Context: an optimization exercise on an open-source flow, tuned for small area, a short achievable clock period and few clock cycles per item. The choices shown serve that exercise and are no tape-out recipe. Only simulation tests tie the RTL to the original design; equivalence was not proved. Power and IR drop assume default switching activity.

Setup of the baseline:
// sneva_alu
module sneva_alu (
    input  wire        clk,
    input  wire        rst_n,        
    input  wire        in_valid,
    output wire        in_ready,
    input  wire [3:0]  in_op,
    input  wire [31:0] in_a,
    input  wire [31:0] in_b,
    output reg         out_valid,
    output wire [31:0] out_result,
    output reg         out_carry
);
  reg        rdy;         
  reg        rdy_n;       
  reg        s_valid;     
  reg        busy;        
  reg        div2;        
  reg [3:0]  op;
  reg [31:0] x;           
  reg [35:0] y;           
  reg [5:0]  cnt;         
  reg [31:0] z;           
  assign in_ready   = ~rdy_n;
  assign out_result = z;
  wire op_mul = (op == 4'd2);
  wire op_div = (op == 4'd3);
  wire active = s_valid | busy;
  reg       c_ax;    
  reg       c_az;    
  reg [3:0] c_t;     
  reg       c_x2;    
  reg       c_cin;   
  reg       c_rot;   
  wire [31:0] a_in = ({32{c_ax}} & x) | ({32{c_az}} & z);
  wire [31:0] b_in;
  genvar gi;
  generate
    for (gi = 0; gi < 32; gi = gi + 1) begin : g_bin
      wire lut = x[gi] ? (y[gi] ? c_t[3] : c_t[2]) : (y[gi] ? c_t[1] : c_t[0]);
      if (gi == 0) begin : g0
        assign b_in[gi] = lut;
      end else begin : gn
        assign b_in[gi] = lut ^ (c_x2 & x[gi-1]);
      end
    end
  endgenerate
  wire        cin  = c_cin | (c_rot & x[31]);
  wire [31:0] sum;
  wire        cout;
  add32 u_add (.a(a_in), .b(b_in), .cin(cin), .s(sum), .cout(cout));
  wire cy;
  carry32 u_cy (.a(x), .b(y[31:0]), .cout(cy));
  wire mul_term  = (y[31:1] == 31'd0) | (x[29:0] == 30'd0);   
  wire mul_term2 = (y[31:3] == 29'd0) | (x[27:0] == 28'd0);   
  wire ge        = cout & ~(|y[35:32]);                       
  wire go        = ge & ~cnt[5];                              
  wire cnt_is1   = (cnt == 6'd1);
  wire mulact = active & op_mul;
  wire divact = active & op_div;
  ...
Size: about 130 flip-flops, roughly 110 I/O pins.
Settings: LEC_CHECK=0, ABC_AREA=1, CAP_MARGIN=20, CORE_MARGIN=2, CORE_UTILIZATION=65, CTS_BUF_LIST=sky130_fd_sc_hd__clkbuf_4, CTS_CLUSTER_DIAMETER=100, CTS_CLUSTER_SIZE=30, SLEW_MARGIN=20; clock period 85.0 ns.
standard.sh (not shown) runs the stock make flow with config.mk's settings and CLKGATE_MAP_FILE= SYNTH_SCRIPT=/design/flow/synth_recipe.tcl, a recipe that flattens the netlist after the stock synthesis.
==> flow/flow/run.sh <==
#!/bin/bash
# Standard layout, with two changes: the port buffers are the smallest plain
# buffer, and synthesis maps with an ABC area script (flow/abc_area.script)
# that restructures with &deepsyn and maps for area, leaving out ABC's buffering
# and gate upsizing.
set -e
rm -rf scripts_abc
cp -r "$FLOW_HOME/scripts" scripts_abc
cp flow/abc_area.script scripts_abc/abc_area.script
export SCRIPTS_DIR="$PWD/scripts_abc"
export BUFFER_PORTS_ARGS="-buffer_cell sky130_fd_sc_hd__buf_1"
bash standard.sh > standard.log 2>&1
==> flow/flow/abc_area.script <==
strash
&get -n
&deepsyn -I 4 -J 50
&put
dch -f
&get -n
&nf -R 1000
&put
topo
The baseline finished every stage and its layout cleared the timing, design-rule and antenna checks.
Testbench counts of the baseline, summed over its fixed seeds: cycles 71,453, items 32,000.
Setup changes, the baseline to the candidate
- changing CTS_BUF_LIST from sky130_fd_sc_hd__clkbuf_4 to sky130_fd_sc_hd__clkbuf_8
--- outcome ---
The flow did not stop early for the candidate: all stages ran, and the layout cleared the timing, design-rule and antenna checks. Between the baseline and the candidate, the flow reports final routed wirelength across all metal layers increasing slightly. From the baseline to the candidate, final setup TNS did not move at all. Fraction of layout instances using a drive strength above 1 of the candidate is on par with the baseline. Going from the baseline to the candidate, post-layout minimum cycle time shrinks by 0.11 ns.

---

== pepper ==
sneva_alu, a different RTL version from the one above (not shown whole).
Size in the first run: about 830 cells after synthesis, about 110 I/O pins, roughly 8200 sq um of cells after synthesis.
export LEC_CHECK = 0
export ABC_AREA = 1
export CAP_MARGIN = 20
export CORE_MARGIN = 2
export CORE_UTILIZATION = 65
export CTS_BUF_LIST = sky130_fd_sc_hd__clkbuf_8
export CTS_CLUSTER_DIAMETER = 100
export CTS_CLUSTER_SIZE = 30
export SLEW_MARGIN = 20
create_clock -name core_clock -period 85.0 [get_ports {clk}]
==> flow/flow/run.sh <==
#!/bin/bash
# Standard layout, with two changes: the port buffers are the smallest plain
# buffer, and synthesis maps with an ABC area script (flow/abc_area.script)
# that leaves out ABC's buffering and gate upsizing.
set -e
rm -rf scripts_abc
cp -r "$FLOW_HOME/scripts" scripts_abc
cp flow/abc_area.script scripts_abc/abc_area.script
export SCRIPTS_DIR="$PWD/scripts_abc"
export BUFFER_PORTS_ARGS="-buffer_cell sky130_fd_sc_hd__buf_1"
bash standard.sh > standard.log 2>&1
==> flow/flow/abc_area.script <==
strash
&get -n
&dch
&nf -R 1000
&put
topo
pepper completed every stage of the flow, and the final layout passed the timing, design-rule and antenna checks.
Testbench counts of pepper, summed over its fixed seeds: cycles 77,895, items 32,000.
Here is what was changed in the inputs of sierra compared with pepper.
- changing CORE_UTILIZATION from 65 to 40
==> flow/flow/run.sh <==
#!/bin/bash
# Standard layout, with the port buffers made from the smallest plain buffer.
set -e
export BUFFER_PORTS_ARGS="-buffer_cell sky130_fd_sc_hd__buf_1"
bash standard.sh > standard.log 2>&1
removed: flow/flow/abc_area.script
==> comparison <==
Per the final summary, sierra finished and its layout is clean on timing, DRC and antenna. Area added between synthesis and finish: pepper and sierra compared, lower one is sierra. Compared sierra against pepper; area of combinational cells with multiple inputs within noise. Clock network fraction of design power: sierra vs pepper down 2.7 points. Lower post-layout minimum cycle time goes to pepper over sierra. Diff pepper -> sierra | met2 routed wirelength | up by more than 10%. pepper ended up with fewer cell instances than sierra did. Comparing pepper and sierra, the lower net switching component of the power is on pepper.
Setup changes, sierra to violet
- a change of CORE_UTILIZATION from 40 to 65
==> flow/flow/run.sh <==
#!/bin/bash
# Standard layout, with two changes: the port buffers are the smallest plain
# buffer, and synthesis maps with an ABC area script (flow/abc_area.script)
# that leaves out ABC's buffering and gate upsizing.
set -e
rm -rf scripts_abc
cp -r "$FLOW_HOME/scripts" scripts_abc
cp flow/abc_area.script scripts_abc/abc_area.script
export SCRIPTS_DIR="$PWD/scripts_abc"
export BUFFER_PORTS_ARGS="-buffer_cell sky130_fd_sc_hd__buf_1"
bash standard.sh > standard.log 2>&1
==> flow/flow/abc_area.script (new file) <==
strash
&get -n
&st
&syn2
&dch
&nf -R 1000
&put
topo
Findings:
- The last element of the critical path comes out out_result[27] in one run and out_result[0] in the other, namely in sierra and violet respectively.
- Wire length of the first global-routing pass delta for violet relative to sierra: about 18% lower
- Any difference in clock slew at the register clock pins of the worst setup and hold paths between sierra and violet is small enough to ignore.
- Route | violet vs sierra | wire shorter in violet
- Re worst setup slack after placement: violet is 0.0073 ns up on sierra.

---

sneva_alu again, from the RTL that the note above started with.
clock: 85.0 ns
lec_check: 0
abc_area: 1
cap_margin: 20
core_margin: 2
core_utilization: 65
cts_buf_list: sky130_fd_sc_hd__clkbuf_8
cts_cluster_diameter: 100
cts_cluster_size: 30
slew_margin: 20
==> flow/flow/run.sh <==
#!/bin/bash
# Standard layout, with two changes: the port buffers are the smallest plain
# buffer, and synthesis maps with an ABC area script (flow/abc_area.script)
# that restructures with &deepsyn and maps for area, leaving out ABC's buffering
# and gate upsizing.
set -e
rm -rf scripts_abc
cp -r "$FLOW_HOME/scripts" scripts_abc
cp flow/abc_area.script scripts_abc/abc_area.script
export SCRIPTS_DIR="$PWD/scripts_abc"
export BUFFER_PORTS_ARGS="-buffer_cell sky130_fd_sc_hd__buf_1"
bash standard.sh > standard.log 2>&1
==> flow/flow/abc_area.script <==
strash
&get -n
&deepsyn -I 4 -J 50
&put
dch -f
&get -n
&nf -R 1000
&put
topo
Testbench counts at the start, summed over its fixed seeds: cycles 77,895, items 32,000.
Next try:
==> flow/flow/run.sh (replaced) <==
#!/bin/bash
# Standard layout, with the port buffers made from the smallest plain buffer.
set -e
export BUFFER_PORTS_ARGS="-buffer_cell sky130_fd_sc_hd__buf_1"
bash standard.sh > standard.log 2>&1
CAP_MARGIN = 5   (was 20)
CORE_UTILIZATION = 40   (was 65)
GPL_TIMING_DRIVEN = 0   (was not set)
SLEW_MARGIN = 5   (was 20)
removed: flow/flow/abc_area.script
After rerunning: Design area rises by about 14%; core utilization came out lower by 30 points; die area went up by about 80%; clock power is lower by about 2%; worst setup slack improves by 0.017 ns; routed wire length is higher by about 50%; clock skew stays flat; clock-buffer cell count is unchanged; non-clock buffer count went up by 58.
Next try:
==> flow/flow/run.sh (replaced) <==
#!/bin/bash
# Standard layout, with two changes: the port buffers are the smallest plain
# buffer, and synthesis maps with an ABC area script (flow/abc_area.script)
# that restructures with &deepsyn and maps for area, leaving out ABC's buffering
# and gate upsizing.
set -e
rm -rf scripts_abc
cp -r "$FLOW_HOME/scripts" scripts_abc
cp flow/abc_area.script scripts_abc/abc_area.script
export SCRIPTS_DIR="$PWD/scripts_abc"
export BUFFER_PORTS_ARGS="-buffer_cell sky130_fd_sc_hd__buf_1"
bash standard.sh > standard.log 2>&1
==> flow/flow/abc_area.script (new file) <==
strash
&get -n
&deepsyn -I 4 -J 50
&put
dch -f
&get -n
&nf -R 1000
&put
topo
CAP_MARGIN = 20   (was 5)
CORE_UTILIZATION = 65   (was 40)
CTS_BUF_LIST = sky130_fd_sc_hd__clkbuf_4   (was sky130_fd_sc_hd__clkbuf_8)
GPL_TIMING_DRIVEN = not set   (was 0)
SLEW_MARGIN = 20   (was 5)
- worst hold slack loses 0.016 ns
- setup slack degrades by 0.040 ns
- final area came out lower by 13%
Next try:
--- a/flow/flow/run.sh
+++ b/flow/flow/run.sh
@@ -4,2 +4 @@
-# that restructures with &deepsyn and maps for area, leaving out ABC's buffering
-# and gate upsizing.
+# that leaves out ABC's buffering and gate upsizing.
==> flow/flow/abc_area.script (replaced) <==
strash
dc2
dch -f
&get -n
&nf -R 1000
&put
topo
CORE_UTILIZATION = 40   (was 65)
CTS_BUF_LIST = sky130_fd_sc_hd__clkbuf_8   (was sky130_fd_sc_hd__clkbuf_4)
Outcome: Critical path depth is unchanged; final area came out higher by 8.5%; sequential power climbs by about 2%.
Next try:
CORE_UTILIZATION = 65   (was 40)
=>
- The new run went through all stages and came out clean
- power drops by 4.5%
- wire length drops by 4.6%
- final cell count drops by 7.6%

==> what the ideal ports hide <==
In the flow no input, the clock included, has a driving cell. The finished layouts below were timed again as built, in two steps.
Step 1 (the two cells are an assumption about what drives the block):
set clk [get_ports {clk}]
set_driving_cell -lib_cell sky130_fd_sc_hd__clkbuf_16 $clk
set_driving_cell -lib_cell sky130_fd_sc_hd__buf_2 [delete_from_list [all_inputs] $clk]
Step 2 moves the port delays by t, midway between the first and last clock arrival at a register: inputs arrive t later, outputs are due t later. That takes back most of the time a late clock gives input paths.
a / b / c = ideal ports / drivers / drivers and shift; a / b = the first two.
run	shift t [ns]	slack for setup (ns)	clock arrival spread, ns	slew at the worst register clock pin (ns)	worst data-port slew with drivers (ns)
the baseline	0.583	66.855 / 66.821 / 66.673	0.014 / 0.015	0.12 / 0.12	0.03
the candidate	0.498	66.961 / 66.925 / 66.657	0.013 / 0.013	0.08 / 0.08	0.03
pepper	0.486	66.959 / 66.921 / 66.607	0.010 / 0.010	0.07 / 0.07	0.04
sierra	0.497	66.926 / 66.883 / 66.766	0.014 / 0.014	0.09 / 0.09	0.04
violet	0.481	66.942 / 66.904 / 66.748	0.013 / 0.013	0.08 / 0.08	0.04
the first run of note 3	0.485	66.887 / 66.899 / 66.414	0.011 / 0.011	0.08 / 0.08	0.04
the second run of note 3	0.502	66.904 / 66.861 / 66.726	0.014 / 0.013	0.08 / 0.08	0.03
the third run of note 3	0.570	66.864 / 66.828 / 66.432	0.015 / 0.015	0.11 / 0.11	0.04
the fourth run of note 3	0.491	66.934 / 66.896 / 66.571	0.016 / 0.017	0.08 / 0.08	0.04
the fifth run of note 3	0.498	66.952 / 66.913 / 66.567	0.011 / 0.011	0.08 / 0.08	0.04
After both steps every run listed still meets setup and hold. For the first run of note 3, which loses most, drivers alone change the setup slack by +0.012 ns; drivers and shift together by -0.473 ns.
